From an optimization exercise on the open Yosys and OpenROAD flow, aimed at a short achievable clock period and few clock cycles; shortcuts taken in it are not production practice. Power and IR drop assume default switching activity.

## hw5_cpu
module hw5_cpu(
  clk,
  rst_n,
  imem_addr,
  imem_data,
  dmem_addr,
  dmem_we,
  dmem_wdata,
  dmem_rdata,
  LEDR, LEDG,
  HEX0, HEX1, HEX2, HEX3
);
input clk;
input rst_n;
output [9:0] imem_addr;
input [32-1:0] imem_data;
output [9:0] dmem_addr;
output dmem_we;
output [16-1:0] dmem_wdata;
input [16-1:0] dmem_rdata;
output [9:0] LEDR;
output [7:0] LEDG;
output [6:0] HEX0, HEX1, HEX2, HEX3;
reg rst_q;
always @(posedge clk)
  rst_q <= rst_n;
reg [15:0] pc_f;
reg        x_v;
reg [15:0] x_pc4;                   
reg        x_sum, x_and, x_link;    
reg        x_wreg, x_load, x_store;
reg        x_jmp, x_jsrr, x_movi;
reg        x_pv;                    
reg [15:0] x_pval;                  
reg [3:0]  x_rd;
reg [15:0] x_b, x_c, x_a;           
reg        x_bm, x_cm, x_am;        
reg        m_wreg;
reg        m_load;
reg        m_we;
reg [3:0]  m_rd;
reg [15:0] m_res;
reg [15:0] m_sdata;
reg        w_wreg;
reg [3:0]  w_rd;
reg [15:0] w_res;
reg [15:0] lr;                      
reg [15:0] rf [0:15];
reg [2:0]  cc;
reg [9:0]  ledr_q;
reg [7:0]  ledg_q;
reg [6:0]  hex0_q, hex1_q, hex2_q, hex3_q;
assign imem_addr  = pc_f[11:2];
assign dmem_addr  = m_res[9:0];
assign dmem_we    = m_we;
assign dmem_wdata = m_sdata;
assign LEDR = ledr_q;
assign LEDG = ledg_q;
assign HEX0 = hex0_q;
assign HEX1 = hex1_q;
assign HEX2 = hex2_q;
assign HEX3 = hex3_q;
wire [7:0]  f_op  = imem_data[31:24];
wire [3:0]  f_ra  = imem_data[23:20];
wire [3:0]  f_rb  = imem_data[19:16];
wire [3:0]  f_rc  = imem_data[11:8];
wire [15:0] f_imm = imem_data[15:0];
wire f_add  = (f_op == 8'b00000000);
wire f_addi = (f_op == 8'b00000001);
wire f_and  = (f_op == 8'b00001000);
wire f_andi = (f_op == 8'b00001001);
wire f_mov  = (f_op == 8'b00010000);
wire f_movi = (f_op == 8'b00010001);
wire f_ldw  = (f_op == 8'b00101010);
wire f_stw  = (f_op == 8'b00110010);
wire f_br   = (f_op[7:3] == 5'b11011);
wire f_jmp  = (f_op == 8'b11100000);
wire f_jsr  = (f_op == 8'b11110000);
wire f_jsrr = (f_op == 8'b11111000);
wire f_immt   = f_addi | f_andi | f_ldw | f_stw | f_movi;
wire f_uses_b = f_add | f_addi | f_and | f_andi | f_ldw | f_stw | f_jmp | f_jsrr;
wire f_uses_c = f_add | f_and | f_mov;
  ...
For scale: ~2700 cells after synthesis, about 500 flip-flops, about 130 I/O pins, ~30000 um^2 of cells after synthesis.
export LEC_CHECK = 0
export CAP_MARGIN = 20
export CORE_MARGIN = 2
export CORE_UTILIZATION = 40
export SLEW_MARGIN = 20
export TNS_END_PERCENT = 10
create_clock -name core_clock -period 12.0 [get_ports {clk}]
standard.sh (not shown) runs the stock make flow with config.mk's settings and CLKGATE_MAP_FILE= SYNTH_SCRIPT=/design/flow/synth_recipe.tcl, a recipe that flattens the netlist after the stock synthesis.
==> flow/flow/run.sh <==
#!/bin/bash
# The standard layout, with timing repair aimed below the design's period.
set -euo pipefail
bash standard.sh SETUP_SLACK_MARGIN=8.5 finish > flow.log 2>&1
==> next run, changes <==
--- a/flow/design.v
+++ b/flow/design.v
@@ -154,15 +154,16 @@
 wire a_w = m_wreg && (m_rd == f_ra);
 wire a_v = w_wreg && (w_rd == f_ra);
 wire [15:0] w_next = m_load ? dmem_rdata : m_res;
 wire [15:0] f_bval = b_w ? w_next : b_v ? w_res : rf[f_rb];
 wire [15:0] f_cval = c_w ? w_next : c_v ? w_res : rf[f_rc];
 wire [15:0] f_aval = a_w ? w_next : a_v ? w_res : rf[f_ra];
 wire f_stall = (x_v && x_load &&
-  ((f_uses_b && x_rd == f_rb) || (f_uses_c && x_rd == f_rc) || (f_stw && x_rd == f_ra) || f_br));
+  ((f_uses_b && x_rd == f_rb) || (f_uses_c && x_rd == f_rc) || (f_stw && x_rd == f_ra) || f_br)) ||
+  (f_br && !xw && m_load);
 wire [15:0] pc4_f = pc_f + 16'h4;
 wire [13:0] tgt_hi;
 AddKS #(.W(14)) add_tgt(.A(pc_f[15:2]), .B(f_imm[13:0]), .CI(1'b1), .S(tgt_hi));
 wire [15:0] tgt_f = {tgt_hi, pc_f[1:0]};
 wire movi_hit = x_v && x_movi && (x_rd == f_rb);
 wire [15:0] jmp_pval = movi_hit ? x_c : (f_rb == 4'd7) ? lr : pc4_f;
 wire [13:0] jsrr_hi;
@@ -181,15 +182,15 @@
   input [15:0] v;
   ccof = v[15] ? 3'b100 : (v == 16'h0) ? 3'b010 : 3'b001;
 endfunction
 wire [15:0] andv = fb & fc;
 wire sum_zero = ((fb ^ fc) == {fb[14:0] | fc[14:0], 1'b0});
 wire [2:0] cc_sum = sum[15] ? 3'b100 : sum_zero ? 3'b010 : 3'b001;
 wire [2:0] cc_x = x_sum ? cc_sum : x_and ? ccof(andv) : x_link ? ccof(x_pc4) : ccof(fc);
-wire [2:0] cc_now = m_wreg ? (m_load ? ccof(dmem_rdata) : ccof(m_res)) : w_wreg ? ccof(w_res) : cc;
+wire [2:0] cc_now = m_wreg ? ccof(m_res) : w_wreg ? ccof(w_res) : cc;
 wire [2:0] cc_live = (x_v && x_wreg) ? cc_x : cc_now;
 wire f_take = f_jsr || (f_br && ((f_op[2:0] & cc_live) != 3'b000));
 wire pred_ok = x_pv && (fb == x_pval);
 wire redirect = x_v && (x_jmp || x_jsrr) && !pred_ok;
 wire [13:0] jsrx_hi;
 AddKS #(.W(14)) add_jsrx(.A(x_pc4[15:2]), .B(fb[13:0]), .CI(1'b0), .S(jsrx_hi));
 wire [15:0] jsrr_x = {jsrx_hi, x_pc4[1:0]};
After rerunning: Maximum frequency is higher by 2.1%. Area after synthesis is higher by 0.82%. Synthesized cell count is higher by 0.48%. First-iteration DRC count is lower by 2.5%. Via count is higher by 1.8%.
No run of this note included a check of the RTL's function; only the layout flow was run.

========
## rev 12
The RTL this note starts from:
==> flow/design.v <==
module SignExtension(
  In, 
  Out
);
input signed [15:0] In; 
output signed [31:0] Out;
assign Out = In;
endmodule  
module SevenSeg(OUT,IN);
input  [3:0] IN;
output [6:0] OUT;
assign OUT =
  (IN == 4'h0) ? 7'b1000000 :
  (IN == 4'h1) ? 7'b1111001 :
  (IN == 4'h2) ? 7'b0100100 :
  (IN == 4'h3) ? 7'b0110000 :
  (IN == 4'h4) ? 7'b0011001 :
  (IN == 4'h5) ? 7'b0010010 :
  (IN == 4'h6) ? 7'b0000010 :
  (IN == 4'h7) ? 7'b1111000 :
  (IN == 4'h8) ? 7'b0000000 :
  (IN == 4'h9) ? 7'b0010000 :
  (IN == 4'hA) ? 7'b0001000 :
  (IN == 4'hb) ? 7'b0000011 :
  (IN == 4'hc) ? 7'b1000110 :
  (IN == 4'hd) ? 7'b0100001 :
  (IN == 4'he) ? 7'b0000110 :
    7'b0001110 ;
endmodule
module Add16(
  A,
  B,
  S
);
input  [15:0] A;
input  [15:0] B;
output [15:0] S;
wire [15:0] p0 = A ^ B;
wire [15:0] g0 = A & B;
wire [15:0] g1, p1, g2, p2, g3, p3, g4;
genvar i;
generate
  for (i = 0; i < 16; i = i + 1) begin : lv
    if (i >= 1) begin : l1
      assign g1[i] = g0[i] | (p0[i] & g0[i-1]);
      assign p1[i] = p0[i] & p0[i-1];
    end else begin : l1n
      assign g1[i] = g0[i];
      assign p1[i] = p0[i];
    end
    if (i >= 2) begin : l2
      assign g2[i] = g1[i] | (p1[i] & g1[i-2]);
      assign p2[i] = p1[i] & p1[i-2];
    end else begin : l2n
      assign g2[i] = g1[i];
      assign p2[i] = p1[i];
    end
    if (i >= 4) begin : l3
      assign g3[i] = g2[i] | (p2[i] & g2[i-4]);
      assign p3[i] = p2[i] & p2[i-4];
    end else begin : l3n
      assign g3[i] = g2[i];
      assign p3[i] = p2[i];
    end
    if (i >= 8) begin : l4
      assign g4[i] = g3[i] | (p3[i] & g3[i-8]);
    end else begin : l4n
      assign g4[i] = g3[i];
    end
  end
endgenerate
assign S = p0 ^ {g4[14:0], 1'b0};
endmodule  
module hw5_cpu(
  clk,
  rst_n,
  imem_addr,
  imem_data,
  dmem_addr,
  dmem_we,
  dmem_wdata,
  dmem_rdata,
  LEDR, LEDG,
  HEX0, HEX1, HEX2, HEX3
);
input clk;
input rst_n;
output [9:0] imem_addr;
input [32-1:0] imem_data;
output [9:0] dmem_addr;
output dmem_we;
output [16-1:0] dmem_wdata;
input [16-1:0] dmem_rdata;
output [9:0] LEDR;
output [7:0] LEDG;
output [6:0] HEX0, HEX1, HEX2, HEX3;
reg rst_q;
always @(posedge clk)
  rst_q <= rst_n;
reg [15:0] pc_f;
reg        x_v;
reg [15:0] x_pc4;                   
reg        x_sum, x_and, x_link;    
reg        x_wreg, x_load, x_store;
reg        x_jmp, x_jsrr, x_movi;
reg        x_pv;                    
reg [15:0] x_pval;                  
reg [3:0]  x_rd;
reg [15:0] x_b, x_c, x_a;           
reg        x_bm, x_cm, x_am;        
reg        m_wreg;
reg        m_load;
reg        m_we;
reg [3:0]  m_rd;
reg [15:0] m_res;
reg [15:0] m_sdata;
reg        w_wreg;
reg [3:0]  w_rd;
reg [15:0] w_res;
reg [15:0] lr;                      
reg [15:0] rf [0:15];
reg [2:0]  cc;
reg [9:0]  ledr_q;
reg [7:0]  ledg_q;
reg [6:0]  hex0_q, hex1_q, hex2_q, hex3_q;
assign imem_addr  = pc_f[11:2];
assign dmem_addr  = m_res[9:0];
assign dmem_we    = m_we;
assign dmem_wdata = m_sdata;
assign LEDR = ledr_q;
assign LEDG = ledg_q;
assign HEX0 = hex0_q;
assign HEX1 = hex1_q;
assign HEX2 = hex2_q;
assign HEX3 = hex3_q;
wire [7:0]  f_op  = imem_data[31:24];
wire [3:0]  f_ra  = imem_data[23:20];
wire [3:0]  f_rb  = imem_data[19:16];
wire [3:0]  f_rc  = imem_data[11:8];
wire [15:0] f_imm = imem_data[15:0];
wire f_add  = (f_op == 8'b00000000);
wire f_addi = (f_op == 8'b00000001);
wire f_and  = (f_op == 8'b00001000);
wire f_andi = (f_op == 8'b00001001);
wire f_mov  = (f_op == 8'b00010000);
wire f_movi = (f_op == 8'b00010001);
wire f_ldw  = (f_op == 8'b00101010);
wire f_stw  = (f_op == 8'b00110010);
wire f_br   = (f_op[7:3] == 5'b11011);
wire f_jmp  = (f_op == 8'b11100000);
wire f_jsr  = (f_op == 8'b11110000);
wire f_jsrr = (f_op == 8'b11111000);
wire f_immt   = f_addi | f_andi | f_ldw | f_stw | f_movi;
wire f_uses_b = f_add | f_addi | f_and | f_andi | f_ldw | f_stw | f_jmp | f_jsrr;
wire f_uses_c = f_add | f_and | f_mov;
wire f_wreg   = f_add | f_addi | f_and | f_andi | f_mov | f_movi | f_ldw | f_jsr | f_jsrr;
wire [3:0] f_rd = (f_mov | f_movi) ? f_rb : (f_jsr | f_jsrr) ? 4'd7 : f_ra;
wire xw = x_v && x_wreg;
wire b_m = xw     && (x_rd == f_rb);
wire b_w = m_wreg && (m_rd == f_rb);
wire b_v = w_wreg && (w_rd == f_rb);
wire c_m = xw     && (x_rd == f_rc);
wire c_w = m_wreg && (m_rd == f_rc);
wire c_v = w_wreg && (w_rd == f_rc);
wire a_m = xw     && (x_rd == f_ra);
wire a_w = m_wreg && (m_rd == f_ra);
wire a_v = w_wreg && (w_rd == f_ra);
wire [15:0] w_next = m_load ? dmem_rdata : m_res;
wire [15:0] f_bval = b_w ? w_next : b_v ? w_res : rf[f_rb];
wire [15:0] f_cval = c_w ? w_next : c_v ? w_res : rf[f_rc];
wire [15:0] f_aval = a_w ? w_next : a_v ? w_res : rf[f_ra];
wire f_stall = (x_v && x_load &&
  ((f_uses_b && x_rd == f_rb) || (f_uses_c && x_rd == f_rc) || (f_stw && x_rd == f_ra) || f_br)) ||
  (f_br && !xw && m_load);
wire [15:0] pc4_f = pc_f + 16'h4;
wire [15:0] tgt_f;
Add16 add_tgt(.A(pc4_f), .B({f_imm[13:0], 2'b00}), .S(tgt_f));
wire movi_hit = x_v && x_movi && (x_rd == f_rb);
wire [15:0] jmp_pval = movi_hit ? x_c : (f_rb == 4'd7) ? lr : pc4_f;
wire [15:0] jsrr_pf;
Add16 add_jsrr(.A(pc4_f), .B({x_c[13:0], 2'b00}), .S(jsrr_pf));
wire [15:0] fb = x_bm ? m_res : x_b;
wire [15:0] fc = x_cm ? m_res : x_c;
wire [15:0] fa = x_am ? m_res : x_a;
wire [15:0] sum;
Add16 add_alu(.A(fb), .B(fc), .S(sum));
wire [15:0] res = x_sum ? sum :
                  x_and ? andv :
                  x_link ? x_pc4 :
                  fc;
function [2:0] ccof;
  input [15:0] v;
  ccof = v[15] ? 3'b100 : (v == 16'h0) ? 3'b010 : 3'b001;
endfunction
wire [15:0] andv = fb & fc;
wire sum_zero = ((fb ^ fc) == {fb[14:0] | fc[14:0], 1'b0});
wire [2:0] cc_sum = sum[15] ? 3'b100 : sum_zero ? 3'b010 : 3'b001;
wire [2:0] cc_x = x_sum ? cc_sum : x_and ? ccof(andv) : x_link ? ccof(x_pc4) : ccof(fc);
wire [2:0] cc_now = m_wreg ? ccof(m_res) : w_wreg ? ccof(w_res) : cc;
wire [2:0] cc_live = (x_v && x_wreg) ? cc_x : cc_now;
wire f_take = f_jsr || (f_br && ((f_op[2:0] & cc_live) != 3'b000));
wire pred_ok = x_pv && (fb == x_pval);
wire redirect = x_v && (x_jmp || x_jsrr) && !pred_ok;
wire [15:0] jsrr_x;
Add16 add_jsrx(.A(x_pc4), .B({fb[13:0], 2'b00}), .S(jsrr_x));
wire [15:0] target = x_jmp ? fb : jsrr_x;
always @(posedge clk)
begin
  if (!rst_n) begin
    pc_f <= 16'h0;
    x_v  <= 1'b0;
  end else if (redirect) begin
    pc_f <= target;
    x_v  <= 1'b0;
  end else if (f_stall) begin
    x_v  <= 1'b0;
  end else begin
    if (f_take)
      pc_f <= tgt_f;
    else if (f_jmp)
      pc_f <= jmp_pval;
    else if (f_jsrr && movi_hit)
      pc_f <= jsrr_pf;
    else
      pc_f <= pc4_f;
    x_v  <= 1'b1;
  end
  if (!rst_q)
    lr <= 16'h0;
  else if (!redirect && !f_stall && (f_jsr || f_jsrr))
    lr <= pc4_f;
  x_pc4   <= pc4_f;
  x_sum   <= f_add | f_addi | f_ldw | f_stw;
  x_and   <= f_and | f_andi;
  x_link  <= f_jsr | f_jsrr;
  x_wreg  <= f_wreg;
  x_load  <= f_ldw;
  x_store <= f_stw;
  x_jmp   <= f_jmp;
  x_jsrr  <= f_jsrr;
  x_movi  <= f_movi;
  x_pv    <= f_jmp || movi_hit;
  x_pval  <= f_jmp ? jmp_pval : x_c;
  x_rd    <= f_rd;
  x_b  <= f_bval;
  x_bm <= b_m;
  x_c  <= f_immt ? f_imm : f_cval;
  x_cm <= !f_immt && c_m;
  x_a  <= f_aval;
  x_am <= a_m;
end
always @(posedge clk)
begin
  if (!rst_q) begin
    m_wreg <= 1'b0;
    m_load <= 1'b0;
    m_we   <= 1'b0;
    m_res  <= 16'h0;
  end else begin
    m_wreg <= x_v && x_wreg;
    m_load <= x_v && x_load;
    m_we   <= x_v && x_store;
    m_res  <= res;
  end
  m_rd    <= x_rd;
  m_sdata <= fa;
end
always @(posedge clk)
begin
  if (!rst_q)
    w_wreg <= 1'b0;
  else
    w_wreg <= m_wreg;
  w_rd  <= m_rd;
  w_res <= w_next;
end
integer i;
always @(posedge clk)
begin
  if (!rst_q) begin
    for (i = 0; i < 16; i = i + 1)
      rf[i] <= 16'h0;
    cc <= 3'b000;
  end else if (w_wreg) begin
    rf[w_rd] <= w_res;
    cc <= ccof(w_res);
  end
end
wire [6:0] seg0, seg1, seg2, seg3;
SevenSeg sseg0(.OUT(seg3), .IN(m_sdata[15:12]));
SevenSeg sseg1(.OUT(seg2), .IN(m_sdata[11:8]));
SevenSeg sseg2(.OUT(seg1), .IN(m_sdata[7:4]));
SevenSeg sseg3(.OUT(seg0), .IN(m_sdata[3:0]));
always @(posedge clk)
begin
  if (!rst_q) begin
    ledr_q <= 10'h3FF;
    ledg_q <= 8'hFF;
    hex3_q <= 7'b0100001;  
    hex2_q <= 7'b0000110;  
    hex1_q <= 7'b0001000;  
    hex0_q <= 7'b0100001;  
  end else if (m_we) begin
    if (m_res[9:0] == 1020)
      ledr_q <= m_sdata[9:0];
    if (m_res[9:0] == 1021)
      ledg_q <= m_sdata[7:0];
    if (m_res[9:0] == 1022) begin
      hex3_q <= seg3;
      hex2_q <= seg2;
      hex1_q <= seg1;
      hex0_q <= seg0;
    end
  end
end
endmodule  
Settings: LEC_CHECK=0, CAP_MARGIN=20, CORE_MARGIN=2, CORE_UTILIZATION=40, SLEW_MARGIN=20; clock period 12.0 ns.
==> flow/flow/run.sh <==
#!/bin/bash
# The standard layout, with timing repair aimed below the design's period.
set -euo pipefail
bash standard.sh SETUP_SLACK_MARGIN=9 finish > flow.log 2>&1
## Diff of input files: rev 13 against rev 12
--- a/flow/design.v
+++ b/flow/design.v
@@ -107,7 +107,9 @@
 reg [15:0] x_pval;                  
 reg [3:0]  x_rd;
 reg [15:0] x_b, x_c, x_a;           
-reg        x_bm, x_cm, x_am;        
+reg        x_bm, x_bw, x_bv, x_bn;  
+reg        x_cm, x_cw, x_cv, x_cn;
+reg        x_am, x_aw, x_av, x_an;
 reg        m_wreg;
 reg        m_load;
 reg        m_we;
@@ -117,6 +119,9 @@
 reg        w_wreg;
 reg [3:0]  w_rd;
 reg [15:0] w_res;
+reg        v_wreg;
+reg [3:0]  v_rd;
+reg [15:0] v_res;
 reg [15:0] lr;                      
 reg [15:0] rf [0:15];
 reg [2:0]  cc;
@@ -165,13 +170,8 @@
 wire a_m = xw     && (x_rd == f_ra);
 wire a_w = m_wreg && (m_rd == f_ra);
 wire a_v = w_wreg && (w_rd == f_ra);
-wire [15:0] w_next = m_load ? dmem_rdata : m_res;
-wire [15:0] f_bval = b_w ? w_next : b_v ? w_res : rf[f_rb];
-wire [15:0] f_cval = c_w ? w_next : c_v ? w_res : rf[f_rc];
-wire [15:0] f_aval = a_w ? w_next : a_v ? w_res : rf[f_ra];
-wire f_stall = (x_v && x_load &&
-  ((f_uses_b && x_rd == f_rb) || (f_uses_c && x_rd == f_rc) || (f_stw && x_rd == f_ra) || f_br)) ||
-  (f_br && !xw && m_load);
+wire f_stall = x_v && x_load &&
+  ((f_uses_b && x_rd == f_rb) || (f_uses_c && x_rd == f_rc) || (f_stw && x_rd == f_ra) || f_br);
 wire [15:0] pc4_f = pc_f + 16'h4;
 wire [15:0] tgt_f;
 Add16 add_tgt(.A(pc4_f), .B({f_imm[13:0], 2'b00}), .S(tgt_f));
@@ -179,9 +179,9 @@
 wire [15:0] jmp_pval = movi_hit ? x_c : (f_rb == 4'd7) ? lr : pc4_f;
 wire [15:0] jsrr_pf;
 Add16 add_jsrr(.A(pc4_f), .B({x_c[13:0], 2'b00}), .S(jsrr_pf));
-wire [15:0] fb = x_bm ? m_res : x_b;
-wire [15:0] fc = x_cm ? m_res : x_c;
-wire [15:0] fa = x_am ? m_res : x_a;
+wire [15:0] fb = ({16{x_bm}} & m_res) | ({16{x_bw}} & w_res) | ({16{x_bv}} & v_res) | ({16{x_bn}} & x_b);
+wire [15:0] fc = ({16{x_cm}} & m_res) | ({16{x_cw}} & w_res) | ({16{x_cv}} & v_res) | ({16{x_cn}} & x_c);
+wire [15:0] fa = ({16{x_am}} & m_res) | ({16{x_aw}} & w_res) | ({16{x_av}} & v_res) | ({16{x_an}} & x_a);
 wire [15:0] sum;
 Add16 add_alu(.A(fb), .B(fc), .S(sum));
 wire [15:0] res = x_sum ? sum :
@@ -196,7 +196,8 @@
 wire sum_zero = ((fb ^ fc) == {fb[14:0] | fc[14:0], 1'b0});
 wire [2:0] cc_sum = sum[15] ? 3'b100 : sum_zero ? 3'b010 : 3'b001;
 wire [2:0] cc_x = x_sum ? cc_sum : x_and ? ccof(andv) : x_link ? ccof(x_pc4) : ccof(fc);
-wire [2:0] cc_now = m_wreg ? ccof(m_res) : w_wreg ? ccof(w_res) : cc;
+wire [2:0] cc_m = m_load ? ccof(dmem_rdata) : ccof(m_res);
+wire [2:0] cc_now = m_wreg ? cc_m : w_wreg ? ccof(w_res) : cc;
 wire [2:0] cc_live = (x_v && x_wreg) ? cc_x : cc_now;
 wire f_take = f_jsr || (f_br && ((f_op[2:0] & cc_live) != 3'b000));
 wire pred_ok = x_pv && (fb == x_pval);
@@ -242,12 +243,21 @@
   x_pv    <= f_jmp || movi_hit;
   x_pval  <= f_jmp ? jmp_pval : x_c;
   x_rd    <= f_rd;
-  x_b  <= f_bval;
+  x_b  <= rf[f_rb];
   x_bm <= b_m;
-  x_c  <= f_immt ? f_imm : f_cval;
+  x_bw <= !b_m && b_w;
+  x_bv <= !b_m && !b_w && b_v;
+  x_bn <= !b_m && !b_w && !b_v;
+  x_c  <= f_immt ? f_imm : rf[f_rc];
   x_cm <= !f_immt && c_m;
-  x_a  <= f_aval;
+  x_cw <= !f_immt && !c_m && c_w;
+  x_cv <= !f_immt && !c_m && !c_w && c_v;
+  x_cn <= f_immt || (!c_m && !c_w && !c_v);
+  x_a  <= rf[f_ra];
   x_am <= a_m;
+  x_aw <= !a_m && a_w;
+  x_av <= !a_m && !a_w && a_v;
+  x_an <= !a_m && !a_w && !a_v;
 end
 always @(posedge clk)
 begin
@@ -267,12 +277,17 @@
 end
 always @(posedge clk)
 begin
-  if (!rst_q)
+  if (!rst_q) begin
     w_wreg <= 1'b0;
-  else
+    v_wreg <= 1'b0;
+  end else begin
     w_wreg <= m_wreg;
+    v_wreg <= w_wreg;
+  end
   w_rd  <= m_rd;
-  w_res <= w_next;
+  w_res <= m_load ? dmem_rdata : m_res;
+  v_rd  <= w_rd;
+  v_res <= w_res;
 end
 integer i;
 always @(posedge clk)
### Flow results
- Rev 13 finished all stages; the layout is clean.
- Final sequential cell count (higher): rev 13
- Summary of rev 13 over rev 12: summed area of non-filler cells in the final layout decreased by 760 um^2 relative to the old numbers, aggregate global-route resource usage has increased, net switching power picked up an extra 0.44%.
- NOTE: total wire length in rev 13 exceeds that of rev 12
- Rev 12 has higher fraction of layout instances using a drive strength above 1 than rev 13.
- Measured against each other, rev 13 and rev 12 differ in register area, the higher figure coming from rev 13.
- In the tables for rev 13 and rev 12, final critical delay including setup and external delays reads higher with rev 13.
- Between rev 13 and rev 12, the clock latency at the later pin of the worst-skew pair figures differ only marginally.
- Going from rev 12 to rev 13, synthesis-to-layout area growth shrinks by 2.9 points.
No run of this note included a check of the RTL's function; only the layout flow was run.

[what the ideal ports hide]
No port has a modelled driver above. Below, the same layouts with a new extraction and two added sets of constraints.
Step 1, drivers: a clkbuf_16 drives clk and a buf_2 each remaining input, both assumed.
Step 2 adds t to the input delays and takes it off the output delays; t is the mean of the earliest and latest rising clock arrival at the registers after step 1. Input paths then give back, and output paths get back, about the clock's delay inside the block.
a / b / c = ideal / step 1 / step 2; a / b = the first two.
run	t, ns	slack for setup (ns)	latest minus earliest clock arrival (ns)	slew at the worst register clock pin (ns)	worst slew at a driven data input, ns
the first run of note 1	0.686	7.859 / 7.843 / 7.171	0.024 / 0.024	0.07 / 0.07	0.24
the second run of note 1	0.683	7.943 / 7.871 / 7.187	0.044 / 0.043	0.07 / 0.07	0.25
rev 12	0.682	7.814 / 7.840 / 7.157	0.029 / 0.029	0.07 / 0.07	0.27
rev 13	0.690	7.406 / 7.437 / 6.747	0.028 / 0.028	0.07 / 0.07	0.43
After both steps every run listed still meets setup and hold. For the second run of note 1, which loses most, drivers alone change the setup slack by -0.072 ns; drivers and shift together by -0.756 ns.
